Source: an optimization exercise on an open RTL-to-GDS flow (aim: small area and a short achievable clock period). Production flows keep margins and buffers that such runs may drop. Only the layout flow was run in this run; the RTL was not checked for function there. Power is estimated from default activity; no workload was simulated.

File: flow/design.v
module mac (
    input  logic clk,
    input  logic rst,
    input  logic signed [15:0] a_in,
    input  logic signed [15:0] b_in,
    input  logic acc_clear,
    output logic acc_out_valid,
    output logic signed [34:0] acc_out
);
logic [15:0] a_r;
logic [7:0] one_r, two_r, neg_r;
wire  [16:0] bx = {b_in, 1'b0};
integer k;
always_ff @(posedge clk) begin
    for (k = 0; k < 8; k = k + 1) begin
        one_r[k] <= bx[2*k+1] ^ bx[2*k];
        two_r[k] <= (bx[2*k+2] & ~bx[2*k+1] & ~bx[2*k]) | (~bx[2*k+2] & bx[2*k+1] & bx[2*k]);
        neg_r[k] <= bx[2*k+2];
    end
    a_r <= rst ? 16'd0 : a_in;
end
wire [17:0] ax = {a_r[15], a_r, 1'b0};
wire [16:0] pp0;
wire [16:0] pp1;
wire [16:0] pp2;
wire [16:0] pp3;
wire [16:0] pp4;
wire [16:0] pp5;
wire [16:0] pp6;
wire [16:0] pp7;
genvar gi, gj;
generate for (gj = 0; gj < 8; gj = gj + 1) begin : g_pp
    for (gi = 0; gi < 17; gi = gi + 1) begin : g_bit
        wire v = (one_r[gj] & ax[gi+1]) | (two_r[gj] & ax[gi]);
        if (gj == 0) assign pp0[gi] = v ^ neg_r[0];
        if (gj == 1) assign pp1[gi] = v ^ neg_r[1];
        if (gj == 2) assign pp2[gi] = v ^ neg_r[2];
        if (gj == 3) assign pp3[gi] = v ^ neg_r[3];
        if (gj == 4) assign pp4[gi] = v ^ neg_r[4];
        if (gj == 5) assign pp5[gi] = v ^ neg_r[5];
        if (gj == 6) assign pp6[gi] = v ^ neg_r[6];
        if (gj == 7) assign pp7[gi] = v ^ neg_r[7];
    end
end endgenerate
logic [34:0] acc_s;
logic [23:0] acc_cr;
wire  [34:0] acc_c;
logic [1:0] t;
wire hold = acc_out_valid & ~acc_clear;
wire [34:0] acc_in_s = acc_clear ? 35'd0 : acc_s;
wire [34:0] acc_in_c = acc_clear ? 35'd0 : acc_c;
assign acc_c = {acc_cr[23], 1'b0, 1'b0, acc_cr[22], 1'b0, 1'b0, acc_cr[21], acc_cr[20], acc_cr[19], acc_cr[18], acc_cr[17], acc_cr[16], acc_cr[15], acc_cr[14], acc_cr[13], acc_cr[12], acc_cr[11], acc_cr[10], acc_cr[9], acc_cr[8], acc_cr[7], acc_cr[6], acc_cr[5], acc_cr[4], acc_cr[3], 1'b0, acc_cr[2], 1'b0, acc_cr[1], 1'b0, 1'b0, acc_cr[0], 1'b0, 1'b0, 1'b0};
wire s0, c0, s1, c1, s2, c2, s3, c3, s4, c4, s5, c5, s6, c6, s7, c7, s8, c8, s9, c9, s10, c10, s11, c11, s12, c12, s13, c13, s14, c14, s15, c15, s16, c16, s17, c17, s18, c18, s19, c19, s20, c20, s21, c21, s22, c22, s23, c23, s24, c24, s25, c25, s26, c26, s27, c27, s28, c28, s29, c29, s30, c30, s31, c31, s32, c32, s33, c33, s34, c34, s35, c35, s36, c36, s37, c37, s38, c38, s39, c39, s40, c40, s41, c41, s42, c42, s43, c43, s44, c44, s45, c45, s46, c46, s47, c47, s48, c48, s49, c49, s50, c50, s51, c51, s52, c52, s53, c53, s54, c54, s55, c55, s56, c56, s57, c57, s58, c58, s59, c59, s60, c60, s61, c61, s62, c62, s63, c63, s64, c64, s65, c65, s66, c66, s67, c67, s68, c68, s69, c69, s70, c70, s71, c71, s72, c72, s73, c73, s74, c74, s75, c75, s76, c76, s77, c77, s78, c78, s79, c79, s80, c80, s81, c81, s82, c82, s83, c83, s84, c84, s85, c85, s86, c86, s87, c87, s88, c88, s89, c89, s90, c90, s91, c91, s92, c92, s93, c93, s94, c94, s95, c95, s96, c96, s97, c97, s98, c98, s99, c99, s100, c100, s101, c101, s102, c102, s103, c103, s104, c104, s105, c105, s106, c106, s107, c107, s108, c108, s109, c109, s110, c110, s111, c111, s112, c112, s113, c113, s114, c114, s115, c115, s116, c116, s117, c117, s118, c118, s119, c119, s120, c120, s121, c121, s122, c122, s123, c123, s124, c124, s125, c125, s126, c126, s127, c127, s128, c128, s129, c129, s130, c130, s131, c131, s132, c132, s133, c133, s134, c134, s135, c135, s136, c136, s137, c137, s138, c138, s139, c139, s140, c140, s141, c141, s142, c142, s143, c143, s144, c144, s145, c145, s146, c146, s147, c147, s148, c148, s149, c149, s150, c150, s151, c151, s152, c152, s153, c153;
mac_ha u_ha0 (.a(neg_r[0]), .b(pp0[0]), .s(s0), .co(c0));
mac_ha u_ha1 (.a(pp0[1]), .b(c0), .s(s1), .co(c1));
mac_fa u_fa2 (.a(neg_r[1]), .b(pp0[2]), .c(pp1[0]), .s(s2), .co(c2));
mac_ha u_ha3 (.a(s2), .b(c1), .s(s3), .co(c3));
mac_fa u_fa4 (.a(pp0[3]), .b(pp1[1]), .c(c2), .s(s4), .co(c4));
mac_fa u_fa5 (.a(c3), .b(s4), .c(acc_in_s[3]), .s(s5), .co(c5));
mac_fa u_fa6 (.a(neg_r[2]), .b(pp0[4]), .c(pp1[2]), .s(s6), .co(c6));
mac_fa u_fa7 (.a(pp2[0]), .b(s6), .c(c4), .s(s7), .co(c7));
mac_ha u_ha8 (.a(acc_in_s[4]), .b(s7), .s(s8), .co(c8));
mac_fa u_fa9 (.a(pp0[5]), .b(pp1[3]), .c(pp2[1]), .s(s9), .co(c9));
mac_fa u_fa10 (.a(c6), .b(s9), .c(acc_in_s[5]), .s(s10), .co(c10));
mac_ha u_ha11 (.a(c7), .b(s10), .s(s11), .co(c11));
mac_fa u_fa12 (.a(neg_r[3]), .b(pp0[6]), .c(pp1[4]), .s(s12), .co(c12));
mac_fa u_fa13 (.a(pp2[2]), .b(pp3[0]), .c(c9), .s(s13), .co(c13));
mac_fa u_fa14 (.a(s12), .b(s13), .c(acc_in_s[6]), .s(s14), .co(c14));
mac_fa u_fa15 (.a(acc_in_c[6]), .b(c10), .c(s14), .s(s15), .co(c15));
mac_fa u_fa16 (.a(pp0[7]), .b(pp1[5]), .c(pp2[3]), .s(s16), .co(c16));
mac_fa u_fa17 (.a(pp3[1]), .b(c12), .c(s16), .s(s17), .co(c17));
mac_fa u_fa18 (.a(c13), .b(acc_in_s[7]), .c(s17), .s(s18), .co(c18));
mac_ha u_ha19 (.a(c14), .b(s18), .s(s19), .co(c19));
mac_fa u_fa20 (.a(neg_r[4]), .b(pp0[8]), .c(pp1[6]), .s(s20), .co(c20));
mac_fa u_fa21 (.a(pp2[4]), .b(pp3[2]), .c(pp4[0]), .s(s21), .co(c21));
mac_fa u_fa22 (.a(c16), .b(s20), .c(s21), .s(s22), .co(c22));
mac_fa u_fa23 (.a(c17), .b(acc_in_s[8]), .c(acc_in_c[8]), .s(s23), .co(c23));
mac_fa u_fa24 (.a(s22), .b(c18), .c(s23), .s(s24), .co(c24));
mac_fa u_fa25 (.a(pp0[9]), .b(pp1[7]), .c(pp2[5]), .s(s25), .co(c25));
mac_fa u_fa26 (.a(pp3[3]), .b(pp4[1]), .c(c20), .s(s26), .co(c26));
mac_fa u_fa27 (.a(c21), .b(s25), .c(s26), .s(s27), .co(c27));
mac_fa u_fa28 (.a(c22), .b(acc_in_s[9]), .c(c23), .s(s28), .co(c28));
mac_ha u_ha29 (.a(s27), .b(c24), .s(s29), .co(c29));
mac_fa u_fa30 (.a(neg_r[5]), .b(pp0[10]), .c(pp1[8]), .s(s30), .co(c30));
mac_fa u_fa31 (.a(pp2[6]), .b(pp3[4]), .c(pp4[2]), .s(s31), .co(c31));
mac_fa u_fa32 (.a(pp5[0]), .b(c25), .c(s30), .s(s32), .co(c32));
mac_fa u_fa33 (.a(s31), .b(c26), .c(acc_in_s[10]), .s(s33), .co(c33));
mac_fa u_fa34 (.a(acc_in_c[10]), .b(s32), .c(c27), .s(s34), .co(c34));
mac_fa u_fa35 (.a(s33), .b(c28), .c(s34), .s(s35), .co(c35));
mac_fa u_fa36 (.a(pp0[11]), .b(pp1[9]), .c(pp2[7]), .s(s36), .co(c36));
mac_fa u_fa37 (.a(pp3[5]), .b(pp4[3]), .c(pp5[1]), .s(s37), .co(c37));
mac_fa u_fa38 (.a(c30), .b(c31), .c(s36), .s(s38), .co(c38));
mac_fa u_fa39 (.a(s37), .b(c32), .c(acc_in_s[11]), .s(s39), .co(c39));
mac_fa u_fa40 (.a(acc_in_c[11]), .b(s38), .c(c33), .s(s40), .co(c40));
mac_fa u_fa41 (.a(s39), .b(c34), .c(s40), .s(s41), .co(c41));
mac_fa u_fa42 (.a(neg_r[6]), .b(pp0[12]), .c(pp1[10]), .s(s42), .co(c42));
mac_fa u_fa43 (.a(pp2[8]), .b(pp3[6]), .c(pp4[4]), .s(s43), .co(c43));
mac_fa u_fa44 (.a(pp5[2]), .b(pp6[0]), .c(c36), .s(s44), .co(c44));
mac_fa u_fa45 (.a(c37), .b(s42), .c(s43), .s(s45), .co(c45));
mac_fa u_fa46 (.a(s44), .b(c38), .c(acc_in_s[12]), .s(s46), .co(c46));
mac_fa u_fa47 (.a(acc_in_c[12]), .b(s45), .c(c39), .s(s47), .co(c47));
mac_fa u_fa48 (.a(s46), .b(c40), .c(s47), .s(s48), .co(c48));
mac_fa u_fa49 (.a(pp0[13]), .b(pp1[11]), .c(pp2[9]), .s(s49), .co(c49));
mac_fa u_fa50 (.a(pp3[7]), .b(pp4[5]), .c(pp5[3]), .s(s50), .co(c50));
mac_fa u_fa51 (.a(pp6[1]), .b(c42), .c(c43), .s(s51), .co(c51));
mac_fa u_fa52 (.a(s49), .b(s50), .c(c44), .s(s52), .co(c52));
mac_fa u_fa53 (.a(s51), .b(c45), .c(acc_in_s[13]), .s(s53), .co(c53));
mac_fa u_fa54 (.a(acc_in_c[13]), .b(s52), .c(c46), .s(s54), .co(c54));
mac_fa u_fa55 (.a(s53), .b(c47), .c(s54), .s(s55), .co(c55));
mac_fa u_fa56 (.a(neg_r[7]), .b(pp0[14]), .c(pp1[12]), .s(s56), .co(c56));
mac_fa u_fa57 (.a(pp2[10]), .b(pp3[8]), .c(pp4[6]), .s(s57), .co(c57));
mac_fa u_fa58 (.a(pp5[4]), .b(pp6[2]), .c(pp7[0]), .s(s58), .co(c58));
mac_fa u_fa59 (.a(c49), .b(c50), .c(s56), .s(s59), .co(c59));
mac_fa u_fa60 (.a(s57), .b(s58), .c(c51), .s(s60), .co(c60));
mac_fa u_fa61 (.a(acc_in_s[14]), .b(acc_in_c[14]), .c(s59), .s(s61), .co(c61));
mac_fa u_fa62 (.a(c52), .b(s60), .c(c53), .s(s62), .co(c62));
mac_fa u_fa63 (.a(s61), .b(c54), .c(s62), .s(s63), .co(c63));
mac_fa u_fa64 (.a(pp0[15]), .b(pp1[13]), .c(pp2[11]), .s(s64), .co(c64));
mac_fa u_fa65 (.a(pp3[9]), .b(pp4[7]), .c(pp5[5]), .s(s65), .co(c65));
mac_fa u_fa66 (.a(pp6[3]), .b(pp7[1]), .c(c56), .s(s66), .co(c66));
mac_fa u_fa67 (.a(c57), .b(c58), .c(s64), .s(s67), .co(c67));
mac_fa u_fa68 (.a(s65), .b(s66), .c(c59), .s(s68), .co(c68));
mac_fa u_fa69 (.a(acc_in_s[15]), .b(acc_in_c[15]), .c(s67), .s(s69), .co(c69));
mac_fa u_fa70 (.a(c60), .b(c61), .c(s68), .s(s70), .co(c70));
mac_fa u_fa71 (.a(s69), .b(c62), .c(s70), .s(s71), .co(c71));
mac_fa u_fa72 (.a(pp0[16]), .b(pp1[14]), .c(pp2[12]), .s(s72), .co(c72));
mac_fa u_fa73 (.a(pp3[10]), .b(pp4[8]), .c(pp5[6]), .s(s73), .co(c73));
mac_fa u_fa74 (.a(pp6[4]), .b(pp7[2]), .c(c64), .s(s74), .co(c74));
mac_fa u_fa75 (.a(c65), .b(s72), .c(s73), .s(s75), .co(c75));
mac_fa u_fa76 (.a(c66), .b(s74), .c(c67), .s(s76), .co(c76));
mac_fa u_fa77 (.a(acc_in_s[16]), .b(acc_in_c[16]), .c(s75), .s(s77), .co(c77));
mac_fa u_fa78 (.a(c68), .b(c69), .c(s76), .s(s78), .co(c78));
mac_fa u_fa79 (.a(s77), .b(c70), .c(s78), .s(s79), .co(c79));
mac_fa u_fa80 (.a(pp0[16]), .b(pp1[15]), .c(pp2[13]), .s(s80), .co(c80));
mac_fa u_fa81 (.a(pp3[11]), .b(pp4[9]), .c(pp5[7]), .s(s81), .co(c81));
mac_fa u_fa82 (.a(pp6[5]), .b(pp7[3]), .c(c72), .s(s82), .co(c82));
mac_fa u_fa83 (.a(c73), .b(s80), .c(s81), .s(s83), .co(c83));
mac_fa u_fa84 (.a(c74), .b(s82), .c(c75), .s(s84), .co(c84));
mac_fa u_fa85 (.a(acc_in_s[17]), .b(acc_in_c[17]), .c(s83), .s(s85), .co(c85));
mac_fa u_fa86 (.a(c76), .b(c77), .c(s84), .s(s86), .co(c86));
mac_fa u_fa87 (.a(s85), .b(c78), .c(s86), .s(s87), .co(c87));
mac_fa u_fa88 (.a(~pp0[16]), .b(~pp1[16]), .c(pp2[14]), .s(s88), .co(c88));
mac_fa u_fa89 (.a(pp3[12]), .b(pp4[10]), .c(pp5[8]), .s(s89), .co(c89));
mac_fa u_fa90 (.a(pp6[6]), .b(pp7[4]), .c(c80), .s(s90), .co(c90));
mac_fa u_fa91 (.a(c81), .b(s88), .c(s89), .s(s91), .co(c91));
mac_fa u_fa92 (.a(c82), .b(s90), .c(c83), .s(s92), .co(c92));
mac_fa u_fa93 (.a(acc_in_s[18]), .b(acc_in_c[18]), .c(s91), .s(s93), .co(c93));
mac_fa u_fa94 (.a(c84), .b(c85), .c(s92), .s(s94), .co(c94));
mac_fa u_fa95 (.a(s93), .b(c86), .c(s94), .s(s95), .co(c95));
mac_fa u_fa96 (.a(~pp2[15]), .b(pp3[13]), .c(pp4[11]), .s(s96), .co(c96));
mac_fa u_fa97 (.a(pp5[9]), .b(pp6[7]), .c(pp7[5]), .s(s97), .co(c97));
mac_fa u_fa98 (.a(c88), .b(c89), .c(s96), .s(s98), .co(c98));
mac_fa u_fa99 (.a(s97), .b(c90), .c(c91), .s(s99), .co(c99));
mac_fa u_fa100 (.a(acc_in_s[19]), .b(acc_in_c[19]), .c(s98), .s(s100), .co(c100));
mac_fa u_fa101 (.a(c92), .b(c93), .c(s99), .s(s101), .co(c101));
mac_fa u_fa102 (.a(s100), .b(c94), .c(s101), .s(s102), .co(c102));
mac_fa u_fa103 (.a(~pp2[16]), .b(pp3[14]), .c(pp4[12]), .s(s103), .co(c103));
mac_fa u_fa104 (.a(pp5[10]), .b(pp6[8]), .c(pp7[6]), .s(s104), .co(c104));
mac_fa u_fa105 (.a(pp2[15]), .b(c96), .c(c97), .s(s105), .co(c105));
mac_fa u_fa106 (.a(s103), .b(s104), .c(s105), .s(s106), .co(c106));
mac_fa u_fa107 (.a(c98), .b(acc_in_s[20]), .c(acc_in_c[20]), .s(s107), .co(c107));
mac_fa u_fa108 (.a(c99), .b(c100), .c(s106), .s(s108), .co(c108));
mac_fa u_fa109 (.a(s107), .b(c101), .c(s108), .s(s109), .co(c109));
mac_fa u_fa110 (.a(~pp3[15]), .b(pp4[13]), .c(pp5[11]), .s(s110), .co(c110));
mac_fa u_fa111 (.a(pp6[9]), .b(pp7[7]), .c(c103), .s(s111), .co(c111));
mac_fa u_fa112 (.a(c104), .b(s110), .c(c105), .s(s112), .co(c112));
mac_fa u_fa113 (.a(s111), .b(acc_in_s[21]), .c(acc_in_c[21]), .s(s113), .co(c113));
mac_fa u_fa114 (.a(c106), .b(s112), .c(c107), .s(s114), .co(c114));
mac_fa u_fa115 (.a(s113), .b(c108), .c(s114), .s(s115), .co(c115));
mac_fa u_fa116 (.a(~pp3[16]), .b(pp4[14]), .c(pp5[12]), .s(s116), .co(c116));
mac_fa u_fa117 (.a(pp6[10]), .b(pp7[8]), .c(pp3[15]), .s(s117), .co(c117));
mac_fa u_fa118 (.a(c110), .b(s116), .c(s117), .s(s118), .co(c118));
mac_fa u_fa119 (.a(c111), .b(acc_in_s[22]), .c(acc_in_c[22]), .s(s119), .co(c119));
mac_fa u_fa120 (.a(s118), .b(c112), .c(c113), .s(s120), .co(c120));
mac_fa u_fa121 (.a(s119), .b(c114), .c(s120), .s(s121), .co(c121));
mac_fa u_fa122 (.a(~pp4[15]), .b(pp5[13]), .c(pp6[11]), .s(s122), .co(c122));
mac_fa u_fa123 (.a(pp7[9]), .b(c116), .c(c117), .s(s123), .co(c123));
mac_fa u_fa124 (.a(s122), .b(s123), .c(c118), .s(s124), .co(c124));
mac_fa u_fa125 (.a(acc_in_s[23]), .b(acc_in_c[23]), .c(c119), .s(s125), .co(c125));
mac_fa u_fa126 (.a(s124), .b(c120), .c(s125), .s(s126), .co(c126));
mac_fa u_fa127 (.a(~pp4[16]), .b(pp5[14]), .c(pp6[12]), .s(s127), .co(c127));
mac_fa u_fa128 (.a(pp7[10]), .b(pp4[15]), .c(c122), .s(s128), .co(c128));
mac_fa u_fa129 (.a(s127), .b(c123), .c(s128), .s(s129), .co(c129));
mac_fa u_fa130 (.a(acc_in_s[24]), .b(acc_in_c[24]), .c(c124), .s(s130), .co(c130));
mac_fa u_fa131 (.a(s129), .b(c125), .c(s130), .s(s131), .co(c131));
mac_fa u_fa132 (.a(~pp5[15]), .b(pp6[13]), .c(pp7[11]), .s(s132), .co(c132));
mac_fa u_fa133 (.a(c127), .b(s132), .c(c128), .s(s133), .co(c133));
mac_fa u_fa134 (.a(acc_in_s[25]), .b(acc_in_c[25]), .c(c129), .s(s134), .co(c134));
mac_fa u_fa135 (.a(s133), .b(c130), .c(s134), .s(s135), .co(c135));
mac_fa u_fa136 (.a(~pp5[16]), .b(pp6[14]), .c(pp7[12]), .s(s136), .co(c136));
mac_fa u_fa137 (.a(pp5[15]), .b(c132), .c(s136), .s(s137), .co(c137));
mac_fa u_fa138 (.a(acc_in_s[26]), .b(acc_in_c[26]), .c(s137), .s(s138), .co(c138));
mac_fa u_fa139 (.a(c133), .b(s138), .c(c134), .s(s139), .co(c139));
mac_fa u_fa140 (.a(~pp6[15]), .b(pp7[13]), .c(c136), .s(s140), .co(c140));
mac_fa u_fa141 (.a(s140), .b(c137), .c(acc_in_s[27]), .s(s141), .co(c141));
mac_fa u_fa142 (.a(acc_in_c[27]), .b(c138), .c(s141), .s(s142), .co(c142));
mac_fa u_fa143 (.a(~pp6[16]), .b(pp7[14]), .c(pp6[15]), .s(s143), .co(c143));
mac_fa u_fa144 (.a(s143), .b(c140), .c(acc_in_s[28]), .s(s144), .co(c144));
mac_fa u_fa145 (.a(acc_in_c[28]), .b(c141), .c(s144), .s(s145), .co(c145));
mac_fa u_fa146 (.a(~pp7[15]), .b(c143), .c(acc_in_s[29]), .s(s146), .co(c146));
mac_ha u_ha147 (.a(c144), .b(s146), .s(s147), .co(c147));
mac_fa u_fa148 (.a(~pp7[16]), .b(pp7[15]), .c(acc_in_s[30]), .s(s148), .co(c148));
mac_ha u_ha149 (.a(c146), .b(s148), .s(s149), .co(c149));
mac_fa u_fa150 (.a(~acc_in_s[31]), .b(acc_in_c[31]), .c(c148), .s(s150), .co(c150));
mac_ha u_ha151 (.a(~acc_in_s[32]), .b(acc_in_s[31]), .s(s151), .co(c151));
mac_ha u_ha152 (.a(~acc_in_s[33]), .b(acc_in_s[32]), .s(s152), .co(c152));
mac_fa u_fa153 (.a(~acc_in_s[34]), .b(acc_in_c[34]), .c(acc_in_s[33]), .s(s153), .co(c153));
wire [34:0] rx = {c152, s152, s151, c149, s149, s147, c142, c139, c135, c131, c126, c121, c115, c109, c102, c95, c87, c79, c71, c63, c55, c48, c41, c35, c29, s29, c19, s19, c11, s11, s8, acc_in_c[3], s3, s1, s0};
wire [34:0] ry = {s153, c151, c150, s150, c147, c145, s145, s142, s139, s135, s131, s126, s121, s115, s109, s102, s95, s87, s79, s71, s63, s55, s48, s41, s35, s28, s24, c15, s15, c8, c5, s5, acc_in_s[2], acc_in_s[1], acc_in_s[0]};
wire [34:0] nxt_s;
wire [34:0] nxt_c;
wire [34:0] bp = rx ^ ry;
wire [34:0] bg = rx & ry;
wire [35:0] bc;
assign bc[0] = 1'b0;
assign nxt_s[0] = bp[0];
assign bc[1] = bg[0];
mac_xor u_bx1 (.a(bp[1]), .b(bc[1]), .y(nxt_s[1]));
assign bc[2] = bg[1] | (bp[1] & bc[1]);
mac_xor u_bx2 (.a(bp[2]), .b(bc[2]), .y(nxt_s[2]));
assign bc[3] = 1'b0;
assign nxt_s[3] = bp[3];
assign bc[4] = bg[3];
mac_xor u_bx4 (.a(bp[4]), .b(bc[4]), .y(nxt_s[4]));
assign bc[5] = bg[4] | (bp[4] & bc[4]);
mac_xor u_bx5 (.a(bp[5]), .b(bc[5]), .y(nxt_s[5]));
assign bc[6] = 1'b0;
assign nxt_s[6] = bp[6];
assign bc[7] = bg[6];
mac_xor u_bx7 (.a(bp[7]), .b(bc[7]), .y(nxt_s[7]));
assign bc[8] = 1'b0;
assign nxt_s[8] = bp[8];
assign bc[9] = bg[8];
mac_xor u_bx9 (.a(bp[9]), .b(bc[9]), .y(nxt_s[9]));
assign bc[10] = 1'b0;
assign nxt_s[10] = bp[10];
assign bc[11] = 1'b0;
assign nxt_s[11] = bp[11];
assign bc[12] = 1'b0;
assign nxt_s[12] = bp[12];
assign bc[13] = 1'b0;
assign nxt_s[13] = bp[13];
assign bc[14] = 1'b0;
assign nxt_s[14] = bp[14];
assign bc[15] = 1'b0;
assign nxt_s[15] = bp[15];
assign bc[16] = 1'b0;
assign nxt_s[16] = bp[16];
assign bc[17] = 1'b0;
assign nxt_s[17] = bp[17];
assign bc[18] = 1'b0;
assign nxt_s[18] = bp[18];
assign bc[19] = 1'b0;
assign nxt_s[19] = bp[19];
assign bc[20] = 1'b0;
assign nxt_s[20] = bp[20];
assign bc[21] = 1'b0;
assign nxt_s[21] = bp[21];
assign bc[22] = 1'b0;
assign nxt_s[22] = bp[22];
assign bc[23] = 1'b0;
assign nxt_s[23] = bp[23];
assign bc[24] = 1'b0;
assign nxt_s[24] = bp[24];
assign bc[25] = 1'b0;
assign nxt_s[25] = bp[25];
assign bc[26] = 1'b0;
assign nxt_s[26] = bp[26];
assign bc[27] = 1'b0;
assign nxt_s[27] = bp[27];
assign bc[28] = 1'b0;
assign nxt_s[28] = bp[28];
assign bc[29] = bg[28];
mac_xor u_bx29 (.a(bp[29]), .b(bc[29]), .y(nxt_s[29]));
assign bc[30] = bg[29] | (bp[29] & bc[29]);
mac_xor u_bx30 (.a(bp[30]), .b(bc[30]), .y(nxt_s[30]));
assign bc[31] = 1'b0;
assign nxt_s[31] = bp[31];
assign bc[32] = bg[31];
mac_xor u_bx32 (.a(bp[32]), .b(bc[32]), .y(nxt_s[32]));
assign bc[33] = bg[32] | (bp[32] & bc[32]);
mac_xor u_bx33 (.a(bp[33]), .b(bc[33]), .y(nxt_s[33]));
assign bc[34] = 1'b0;
assign nxt_s[34] = bp[34];
assign nxt_c[0] = 1'b0;
assign nxt_c[1] = 1'b0;
assign nxt_c[2] = 1'b0;
assign nxt_c[3] = bg[2] | (bp[2] & bc[2]);
assign nxt_c[4] = 1'b0;
assign nxt_c[5] = 1'b0;
assign nxt_c[6] = bg[5] | (bp[5] & bc[5]);
assign nxt_c[7] = 1'b0;
assign nxt_c[8] = bg[7] | (bp[7] & bc[7]);
assign nxt_c[9] = 1'b0;
assign nxt_c[10] = bg[9] | (bp[9] & bc[9]);
assign nxt_c[11] = bg[10];
assign nxt_c[12] = bg[11];
assign nxt_c[13] = bg[12];
assign nxt_c[14] = bg[13];
assign nxt_c[15] = bg[14];
assign nxt_c[16] = bg[15];
assign nxt_c[17] = bg[16];
assign nxt_c[18] = bg[17];
assign nxt_c[19] = bg[18];
assign nxt_c[20] = bg[19];
assign nxt_c[21] = bg[20];
assign nxt_c[22] = bg[21];
assign nxt_c[23] = bg[22];
assign nxt_c[24] = bg[23];
assign nxt_c[25] = bg[24];
assign nxt_c[26] = bg[25];
assign nxt_c[27] = bg[26];
assign nxt_c[28] = bg[27];
assign nxt_c[29] = 1'b0;
assign nxt_c[30] = 1'b0;
assign nxt_c[31] = bg[30] | (bp[30] & bc[30]);
assign nxt_c[32] = 1'b0;
assign nxt_c[33] = 1'b0;
assign nxt_c[34] = bg[33] | (bp[33] & bc[33]);
wire [23:0] nxt_cr = {nxt_c[34], nxt_c[31], nxt_c[28], nxt_c[27], nxt_c[26], nxt_c[25], nxt_c[24], nxt_c[23], nxt_c[22], nxt_c[21], nxt_c[20], nxt_c[19], nxt_c[18], nxt_c[17], nxt_c[16], nxt_c[15], nxt_c[14], nxt_c[13], nxt_c[12], nxt_c[11], nxt_c[10], nxt_c[8], nxt_c[6], nxt_c[3]};
always_ff @(posedge clk) begin
    if (rst) begin
        acc_s <= '0; acc_cr <= '0; acc_out_valid <= 1'b0; t <= 2'd0;
    end else if (acc_clear) begin
        acc_s <= nxt_s; acc_cr <= nxt_cr; t <= 2'd1; acc_out_valid <= 1'b0;
    end else if (!acc_out_valid) begin
        acc_s <= nxt_s; acc_cr <= nxt_cr; t <= t + 2'd1; acc_out_valid <= (t == 2'd3);
    end
end
wire ao0 = &acc_s[2:0];
wire ao1 = &acc_s[5:3];
wire ao2 = &acc_s[7:6];
wire ao3 = &acc_s[9:8];
wire ao4 = &acc_s[10:10];
wire ao5 = &acc_s[11:11];
wire ao6 = &acc_s[12:12];
wire ao7 = &acc_s[13:13];
wire ao8 = &acc_s[14:14];
wire ao9 = &acc_s[15:15];
wire ao10 = &acc_s[16:16];
wire ao11 = &acc_s[17:17];
wire ao12 = &acc_s[18:18];
wire ao13 = &acc_s[19:19];
wire ao14 = &acc_s[20:20];
wire ao15 = &acc_s[21:21];
wire ao16 = &acc_s[22:22];
wire ao17 = &acc_s[23:23];
wire ao18 = &acc_s[24:24];
wire ao19 = &acc_s[25:25];
wire ao20 = &acc_s[26:26];
wire ao21 = &acc_s[27:27];
wire ao22 = &acc_s[30:28];
wire ao23 = &acc_s[33:31];
wire ao24 = &acc_s[34:34];
wire xg0 = acc_c[6] | (ao1 & acc_c[3]);
wire xp0 = ao1 & ao0;
wire xg1 = acc_c[10] | (ao3 & acc_c[8]);
wire xp1 = ao3 & ao2;
wire xg2 = acc_c[12] | (ao5 & acc_c[11]);
wire xp2 = ao5 & ao4;
wire xg3 = acc_c[14] | (ao7 & acc_c[13]);
wire xp3 = ao7 & ao6;
wire xg4 = acc_c[16] | (ao9 & acc_c[15]);
wire xp4 = ao9 & ao8;
wire xg5 = acc_c[18] | (ao11 & acc_c[17]);
wire xp5 = ao11 & ao10;
wire xg6 = acc_c[20] | (ao13 & acc_c[19]);
wire xp6 = ao13 & ao12;
wire xg7 = acc_c[22] | (ao15 & acc_c[21]);
wire xp7 = ao15 & ao14;
wire xg8 = acc_c[24] | (ao17 & acc_c[23]);
wire xp8 = ao17 & ao16;
wire xg9 = acc_c[26] | (ao19 & acc_c[25]);
wire xp9 = ao19 & ao18;
wire xg10 = acc_c[28] | (ao21 & acc_c[27]);
wire xp10 = ao21 & ao20;
wire xg11 = acc_c[34] | (ao23 & acc_c[31]);
wire xp11 = ao23 & ao22;
wire xg12 = acc_c[8] | (ao2 & xg0);
wire xp12 = ao2 & xp0;
wire xg13 = xg1 | (xp1 & xg0);
wire xp13 = xp1 & xp0;
wire xg14 = acc_c[13] | (ao6 & xg2);
wire xp14 = ao6 & xp2;
wire xg15 = xg3 | (xp3 & xg2);
wire xp15 = xp3 & xp2;
wire xg16 = acc_c[17] | (ao10 & xg4);
wire xp16 = ao10 & xp4;
wire xg17 = xg5 | (xp5 & xg4);
wire xp17 = xp5 & xp4;
wire xg18 = acc_c[21] | (ao14 & xg6);
wire xp18 = ao14 & xp6;
wire xg19 = xg7 | (xp7 & xg6);
wire xp19 = xp7 & xp6;
wire xg20 = acc_c[25] | (ao18 & xg8);
wire xp20 = ao18 & xp8;
wire xg21 = xg9 | (xp9 & xg8);
wire xp21 = xp9 & xp8;
wire xg22 = acc_c[31] | (ao22 & xg10);
wire xp22 = ao22 & xp10;
wire xg23 = xg11 | (xp11 & xg10);
wire xp23 = xp11 & xp10;
wire xg24 = acc_c[11] | (ao4 & xg13);
wire xp24 = ao4 & xp13;
wire xg25 = xg2 | (xp2 & xg13);
wire xp25 = xp2 & xp13;
wire xg26 = xg14 | (xp14 & xg13);
wire xp26 = xp14 & xp13;
wire xg27 = xg15 | (xp15 & xg13);
wire xp27 = xp15 & xp13;
wire xg28 = acc_c[19] | (ao12 & xg17);
wire xp28 = ao12 & xp17;
wire xg29 = xg6 | (xp6 & xg17);
wire xp29 = xp6 & xp17;
wire xg30 = xg18 | (xp18 & xg17);
wire xp30 = xp18 & xp17;
wire xg31 = xg19 | (xp19 & xg17);
wire xp31 = xp19 & xp17;
wire xg32 = acc_c[27] | (ao20 & xg21);
wire xp32 = ao20 & xp21;
wire xg33 = xg10 | (xp10 & xg21);
wire xp33 = xp10 & xp21;
wire xg34 = xg22 | (xp22 & xg21);
wire xp34 = xp22 & xp21;
wire xg35 = xg23 | (xp23 & xg21);
wire xp35 = xp23 & xp21;
wire xg36 = acc_c[15] | (ao8 & xg27);
wire xp36 = ao8 & xp27;
wire xg37 = xg4 | (xp4 & xg27);
wire xp37 = xp4 & xp27;
wire xg38 = xg16 | (xp16 & xg27);
wire xp38 = xp16 & xp27;
wire xg39 = xg17 | (xp17 & xg27);
wire xp39 = xp17 & xp27;
wire xg40 = xg28 | (xp28 & xg27);
wire xp40 = xp28 & xp27;
wire xg41 = xg29 | (xp29 & xg27);
wire xp41 = xp29 & xp27;
wire xg42 = xg30 | (xp30 & xg27);
wire xp42 = xp30 & xp27;
wire xg43 = xg31 | (xp31 & xg27);
wire xp43 = xp31 & xp27;
wire xg44 = acc_c[23] | (ao16 & xg43);
wire xp44 = ao16 & xp43;
wire xg45 = xg8 | (xp8 & xg43);
wire xp45 = xp8 & xp43;
wire xg46 = xg20 | (xp20 & xg43);
wire xp46 = xp20 & xp43;
wire xg47 = xg21 | (xp21 & xg43);
wire xp47 = xp21 & xp43;
wire xg48 = xg32 | (xp32 & xg43);
wire xp48 = xp32 & xp43;
wire xg49 = xg33 | (xp33 & xg43);
wire xp49 = xp33 & xp43;
wire xg50 = xg34 | (xp34 & xg43);
wire xp50 = xp34 & xp43;
wire xg51 = xg35 | (xp35 & xg43);
wire xp51 = xp35 & xp43;
wire ci0 = 1'b0;
mac_xor u_xo0 (.a(acc_s[0]), .b(ci0), .y(acc_out[0]));
mac_xor u_xo1 (.a(acc_s[1]), .b(ci0 & acc_s[0]), .y(acc_out[1]));
mac_xor u_xo2 (.a(acc_s[2]), .b(ci0 & acc_s[0] & acc_s[1]), .y(acc_out[2]));
wire ci1 = acc_c[3];
mac_xor u_xo3 (.a(acc_s[3]), .b(ci1), .y(acc_out[3]));
mac_xor u_xo4 (.a(acc_s[4]), .b(ci1 & acc_s[3]), .y(acc_out[4]));
mac_xor u_xo5 (.a(acc_s[5]), .b(ci1 & acc_s[3] & acc_s[4]), .y(acc_out[5]));
wire ci2 = xg0;
mac_xor u_xo6 (.a(acc_s[6]), .b(ci2), .y(acc_out[6]));
mac_xor u_xo7 (.a(acc_s[7]), .b(ci2 & acc_s[6]), .y(acc_out[7]));
wire ci3 = xg12;
mac_xor u_xo8 (.a(acc_s[8]), .b(ci3), .y(acc_out[8]));
mac_xor u_xo9 (.a(acc_s[9]), .b(ci3 & acc_s[8]), .y(acc_out[9]));
wire ci4 = xg13;
mac_xor u_xo10 (.a(acc_s[10]), .b(ci4), .y(acc_out[10]));
wire ci5 = xg24;
mac_xor u_xo11 (.a(acc_s[11]), .b(ci5), .y(acc_out[11]));
wire ci6 = xg25;
mac_xor u_xo12 (.a(acc_s[12]), .b(ci6), .y(acc_out[12]));
wire ci7 = xg26;
mac_xor u_xo13 (.a(acc_s[13]), .b(ci7), .y(acc_out[13]));
wire ci8 = xg27;
mac_xor u_xo14 (.a(acc_s[14]), .b(ci8), .y(acc_out[14]));
wire ci9 = xg36;
mac_xor u_xo15 (.a(acc_s[15]), .b(ci9), .y(acc_out[15]));
wire ci10 = xg37;
mac_xor u_xo16 (.a(acc_s[16]), .b(ci10), .y(acc_out[16]));
wire ci11 = xg38;
mac_xor u_xo17 (.a(acc_s[17]), .b(ci11), .y(acc_out[17]));
wire ci12 = xg39;
mac_xor u_xo18 (.a(acc_s[18]), .b(ci12), .y(acc_out[18]));
wire ci13 = xg40;
mac_xor u_xo19 (.a(acc_s[19]), .b(ci13), .y(acc_out[19]));
wire ci14 = xg41;
mac_xor u_xo20 (.a(acc_s[20]), .b(ci14), .y(acc_out[20]));
wire ci15 = xg42;
mac_xor u_xo21 (.a(acc_s[21]), .b(ci15), .y(acc_out[21]));
wire ci16 = xg43;
mac_xor u_xo22 (.a(acc_s[22]), .b(ci16), .y(acc_out[22]));
wire ci17 = xg44;
mac_xor u_xo23 (.a(acc_s[23]), .b(ci17), .y(acc_out[23]));
wire ci18 = xg45;
mac_xor u_xo24 (.a(acc_s[24]), .b(ci18), .y(acc_out[24]));
wire ci19 = xg46;
mac_xor u_xo25 (.a(acc_s[25]), .b(ci19), .y(acc_out[25]));
wire ci20 = xg47;
mac_xor u_xo26 (.a(acc_s[26]), .b(ci20), .y(acc_out[26]));
wire ci21 = xg48;
mac_xor u_xo27 (.a(acc_s[27]), .b(ci21), .y(acc_out[27]));
wire ci22 = xg49;
mac_xor u_xo28 (.a(acc_s[28]), .b(ci22), .y(acc_out[28]));
mac_xor u_xo29 (.a(acc_s[29]), .b(ci22 & acc_s[28]), .y(acc_out[29]));
mac_xor u_xo30 (.a(acc_s[30]), .b(ci22 & acc_s[28] & acc_s[29]), .y(acc_out[30]));
wire ci23 = xg50;
mac_xor u_xo31 (.a(acc_s[31]), .b(ci23), .y(acc_out[31]));
mac_xor u_xo32 (.a(acc_s[32]), .b(ci23 & acc_s[31]), .y(acc_out[32]));
mac_xor u_xo33 (.a(acc_s[33]), .b(ci23 & acc_s[31] & acc_s[32]), .y(acc_out[33]));
wire ci24 = xg51;
mac_xor u_xo34 (.a(acc_s[34]), .b(ci24), .y(acc_out[34]));
endmodule
module mac_fa (input logic a, input logic b, input logic c, output logic s, output logic co);
    assign s = a ^ b ^ c;
    assign co = (a & b) | (c & (a ^ b));
endmodule
module mac_ha (input logic a, input logic b, output logic s, output logic co);
    assign s = a ^ b;
    assign co = a & b;
endmodule
module mac_xor (input logic a, input logic b, output logic y);
    assign y = a ^ b;
endmodule
File: flow/flow/run.sh
#!/bin/bash
# Standard ORFS layout (the standard.sh, standard synthesis unchanged); the only
# difference is the cell used for the port buffers that buffer_ports inserts.
set -euo pipefail
export BUFFER_PORTS_ARGS="-buffer_cell sky130_fd_sc_hd__buf_2"
bash standard.sh > standard_flow.log 2>&1
File: flow/standard.sh
#!/bin/bash
# synth_recipe.tcl (not shown) runs the flow's synth.tcl, then flattens the netlist and writes it again
# the make line also repeats each setting of config.mk as NAME=value (left out here)
make -C /OpenROAD-flow-scripts/flow DESIGN_CONFIG=/design/flow/config.mk WORK_HOME=/design/flow/orfs CLKGATE_MAP_FILE= SYNTH_SCRIPT=/design/flow/synth_recipe.tcl "${@:-finish}"
File: flow/constraint.sdc
create_clock -name core_clock -period 7.5 [get_ports {clk}]
set_input_delay 1.5000 -clock core_clock [delete_from_list [all_inputs] [get_ports {clk}]]
set_output_delay 1.5000 -clock core_clock [all_outputs]
set_load 0.01 [all_outputs]
File: flow/config.mk
export PLATFORM = sky130hd
export DESIGN_NAME = mac
export DESIGN_NICKNAME = mac
export VERILOG_FILES = /design/flow/design.v
export SDC_FILE = /design/flow/constraint.sdc
export NUM_CORES = 4
export LEC_CHECK = 0
export CAP_MARGIN = 20
export CORE_MARGIN = 2
export CORE_UTILIZATION = 40
export SETUP_SLACK_MARGIN = 4.5
export SLEW_MARGIN = 60
export SYNTH_HIERARCHICAL = 1
export SYNTH_MINIMUM_KEEP_SIZE = 0
export TNS_END_PERCENT = 0
==> flow_summary.json <==
{
  "synth.area.mux_share_pct": 0.09557,
  "synth-edff-count": 0,
  "viasPerCell": 5.432,
  "cts_inserted_buffers": 9,
  "placedCellCount": 1396,
  "share_of_cells_above_drive_strength_1_pct": 16.99,
  "worstSkewPairLatency_ns": 0.37,
  "setup.worst_path.start_class": "register",
  "post_synth_inst_count": 1083,
  "crit_path_end_kind": "primary output",
  "filler_cell_count": 2469,
  "area_growth_pct": 10.37,
  "timing.critical_path.from": "acc_s[4]",
  "ant_nets": 0,
  "yosys_warnings": 7,
  "max_clock_freq_mhz": 243.7,
  "multi_input_area_mm2": 0.008178,
  "top_level_ports": 71,
  "place_hpwl_um": 18350,
  "final_min_period_over_clock_period_pct": 54.71,
  "clock-sinks": 102,
  "synth-compound-area-share_pct": 15.76,
  "timing.slew.headroom_pct": 65.18,
  "grt_max_degree": 79,
  "worst_ir_drop_vdd_mv": 0.1772,
  "met2RoutedLength_um": 12740,
  "grt_pass1_vias": 7567,
  "worst_pin_slew_ns": 0.5224,
  "global_route_wire_length_before_repair_um": 42060,
  "worstHoldStart": "acc_cr[11]",
  "min-delay-path-class": "register to register",
  "async_reset_ff_share_pct": 0,
  "netlist-cell-type-count": 36,
  "cts-root-buf": "sky130_fd_sc_hd__clkbuf_16",
  "finalSetupViolations": 0,
  "die_x_um": 165.8,
  "power_density_mw_per_mm2": 374.0,
  "drv_slew": 0,
  "drc": 0,
  "h_tree_lvls": 3,
  "grt_setup_unrepaired": "yes",
  "wl_met3_um": 1176,
  "worst-path-max-fanout": 5,
  "clock_tree.buffer_depth": 2,
  "post_synth_fa_ha_maj_area_fraction_pct": 32.83,
  "synth_ff_type": "sky130_fd_sc_hd__dfxtp_1",
  "die_area_mm2": 0.02749,
  "drt_first_iter_violations": 657,
  "yosys.cell_count.top_type": "sky130_fd_sc_hd__fa_1",
  "synthDominantAreaCellType": "sky130_fd_sc_hd__fa_1",
  "stdcell_count": 1418,
  "number_of_antenna_violations_at_the_first_check_in_global_routing": 0,
  "critical_path.cell_chain": "nand4_1, buf_4, o221ai_4, buf_12, a221oi_2, nand3_1, a41o_4, a41oi_4, nor2b_1, xor2_1, buf_2",
  "firstDrtPassIters": 5,
  "synthTopCellsByArea": "sky130_fd_sc_hd__fa_1, sky130_fd_sc_hd__dfxtp_1, sky130_fd_sc_hd__xnor2_1",
  "final_net_count": 1302,
  "netlist_area_mm2": 0.01047,
  "timing.max_cap.violations": 0,
  "routed-via-count": 7702,
  "finClkSkew_ns": 0.01291,
  "final_core_util_pct": 44.61,
  "critical_path.reg2reg.startpoint": "one_r[3]",
  "ys_seq_area_share_pct": 19.50,
  "post-route-cell-area_mm2": 0.01156,
  "synth_xor_xnor_area_share_pct": 15.89,
  "final.hold.worst_slack_ns": 0.4766,
  "run_status": "no timing/DRC/antenna violations",
  "worst-endpoint-required_ns": 6.00,
  "placementRows": 59,
  "cts_clk_pin_slew_worst_paths_ns": 0.08,
  "ys_seq_elements": 102,
  "placed_area_mm2": 0.01115,
  "core_area_mm2": 0.02591,
  "clock_tree_from_tritoncts": "yes",
  "num_antenna_cells": 0,
  "worst-setup-path-type": "register to primary output",
  "final_hold_viol_count": 0,
  "combinational_family_with_the_most_area_after_synthesis": "adder cells",
  "register_area_mm2": 0.002110,
  "synth_simple_gate_area_share_pct": 11.80,
  "met1_length_um": 11000,
  "p_leak_uw": 0.004720,
  "place_congestion": 0.8092,
  "post_synth_most_frequent_cells": "sky130_fd_sc_hd__fa_1, sky130_fd_sc_hd__xnor2_1, sky130_fd_sc_hd__nand2_1, sky130_fd_sc_hd__a22oi_1, sky130_fd_sc_hd__dfxtp_1",
  "finalWirelength_um": 25340,
  "die_height_um": 165.8,
  "post-route-min-period_ns": 4.104,
  "maxUsedRoutingLayer": "met4",
  "synth_top_area_share_pct": 27.33,
  "synth.avg_cell_area_um2": 9.671,
  "setup_tns_ns": 0,
  "grt_usage_pct": 18.81,
  "initial_core_utilization_pct": 40.42,
  "cts.hold.buffers_added": 0,
  "slowest_stage": "sky130_fd_sc_hd__dfxtp_1",
  "total_congestion_overflow_after_global_routing": 0,
  "io_buffer_count": 70,
  "detail_route.wl_per_cell_um": 17.87,
  "crit_path_max_incr_delay_ns": 0.36,
  "cp_data_arrival_time_ns": 2.60
}
## per-stage QoR
step	worst slack [ns]	power, uW
floorplan	3.846	3158
detailed placement	3.388	3848
CTS	3.339	4416
global placement	3.199	3792
global route	3.259	4875
finish	3.396	4323
## path summary, 6_finish.rpt
path,end,slack [ns],cells after the start
worst min-delay path,acc_cr[11],0.48,2
worst max-delay path,acc_out[32],3.40,11
worst min register to register,acc_cr[11],0.48,2
worst max register to register,acc_s[24],3.53,11
## cell families (layout without fill, tap and decap cells)
kind of cell | count (synthesis) | in the layout
flops | 102 | 102
simple gates | 251 | 251
fa+ha+maj | 189 | 189
mux | 1 | 1
other cells | 1 | 3
buf+inv | 114 | 112
xor+xnor | 190 | 190
compound gates | 235 | 235
## cells in the final DEF, fill, tap and decap left out, drive strengths merged, types with 18 or more instances in the layout
cell type | Yosys | final
a21o | 22 | 22
a21oi | 58 | 58
a22oi | 121 | 121
buf | 3 | 83
dfxtp | 102 | 102
fa | 143 | 143
ha | 46 | 46
nand2 | 122 | 122
nor2b | 73 | 73
o21ai | 18 | 18
xnor2 | 131 | 131
xor2 | 59 | 59
## state kept, by name, summed over array words and instances (netlist names)
register / count
one_r: 8
acc_s: 35
a_r: 16
neg_r: 8
two_r: 8
acc_cr: 24
t: 2
acc_out_valid: 1
## Yosys stat by module (local to each module, per instance)
| module | cells | area (um2) | times used | flops+latches |
|---|---|---|---|---|
| mac_fa | 1 | 20.02 | 143 | 0 |
| mac_ha | 1 | 12.51 | 11 | 0 |
| mac | 884 | 7079 | 1 | 102 |
| mac_xor | 1 | 8.758 | 45 | 0 |
## worst max-delay path, delay by kind of cell, from the launching register on
| family | cells | cell delay, ns |
|---|---|---|
| AND/OR/NAND/NOR | 3 | 0.34 |
| XOR/XNOR | 1 | 0.16 |
| flip-flops | 1 | 0.36 |
| buffers and inverters | 3 | 0.46 |
| AO/OA/AOI/OAI | 4 | 0.92 |
## report_power, final
| part | leakage [uW] | switching (uW) | internal (uW) |
|---|---|---|---|
| sequential | 0.000857 | 235 | 703 |
| clock | 0.000161 | 226 | 297 |
| combinational | 0.00370 | 1430 | 1430 |
## repair_timing
item,4_1_cts,5_1_grt
gates resized for setup,6,2
pin swaps,6,0
setup endpoints to repair,82,82
endpoints found under the hold margin,0,0
gates cloned,0,0
buffers inserted,5,0
## layer usage
metal,vias to the layer above,track usage (%)
li1,3595,-
met1,3848,26.22
met2,232,30.96
met3,27,2.526
met4,0,4.953
met5,-,0
## cell type report
cell class / count / area share (%)
clock buffers: 13 / 2.435
flip-flops and latches: 102 / 18.25
well taps: 335 / 3.626
clock inverters: 3 / 0.3464
multi-input cells: 869 / 70.74
repair buffers: 83 / 4.178
inverters: 13 / 0.4221

## what the ideal ports hide
How much do the figures lean on ideal ports? The routed layout below was timed once more, with nothing changed but the port constraints.
Step 1 assumes that a clkbuf_16 drives the clock port and a buf_2 every other input.
Step 2 also shifts input and output timing later by t, the mid clock arrival at the registers, as if the neighbouring blocks saw the same clock.
Three values: no drivers, after step 1, after step 2; two values: the first two.
t, ns: 0.408
setup slack, ns: 3.396 / 3.352 / 3.402
worst setup path after step 2: input to register
worst data-port slew with drivers (ns): 0.04
cell pins on the clock port's net: 1
After both steps this run still meets setup and hold. For this run, drivers alone change the setup slack by -0.044 ns; drivers and shift together by +0.006 ns.
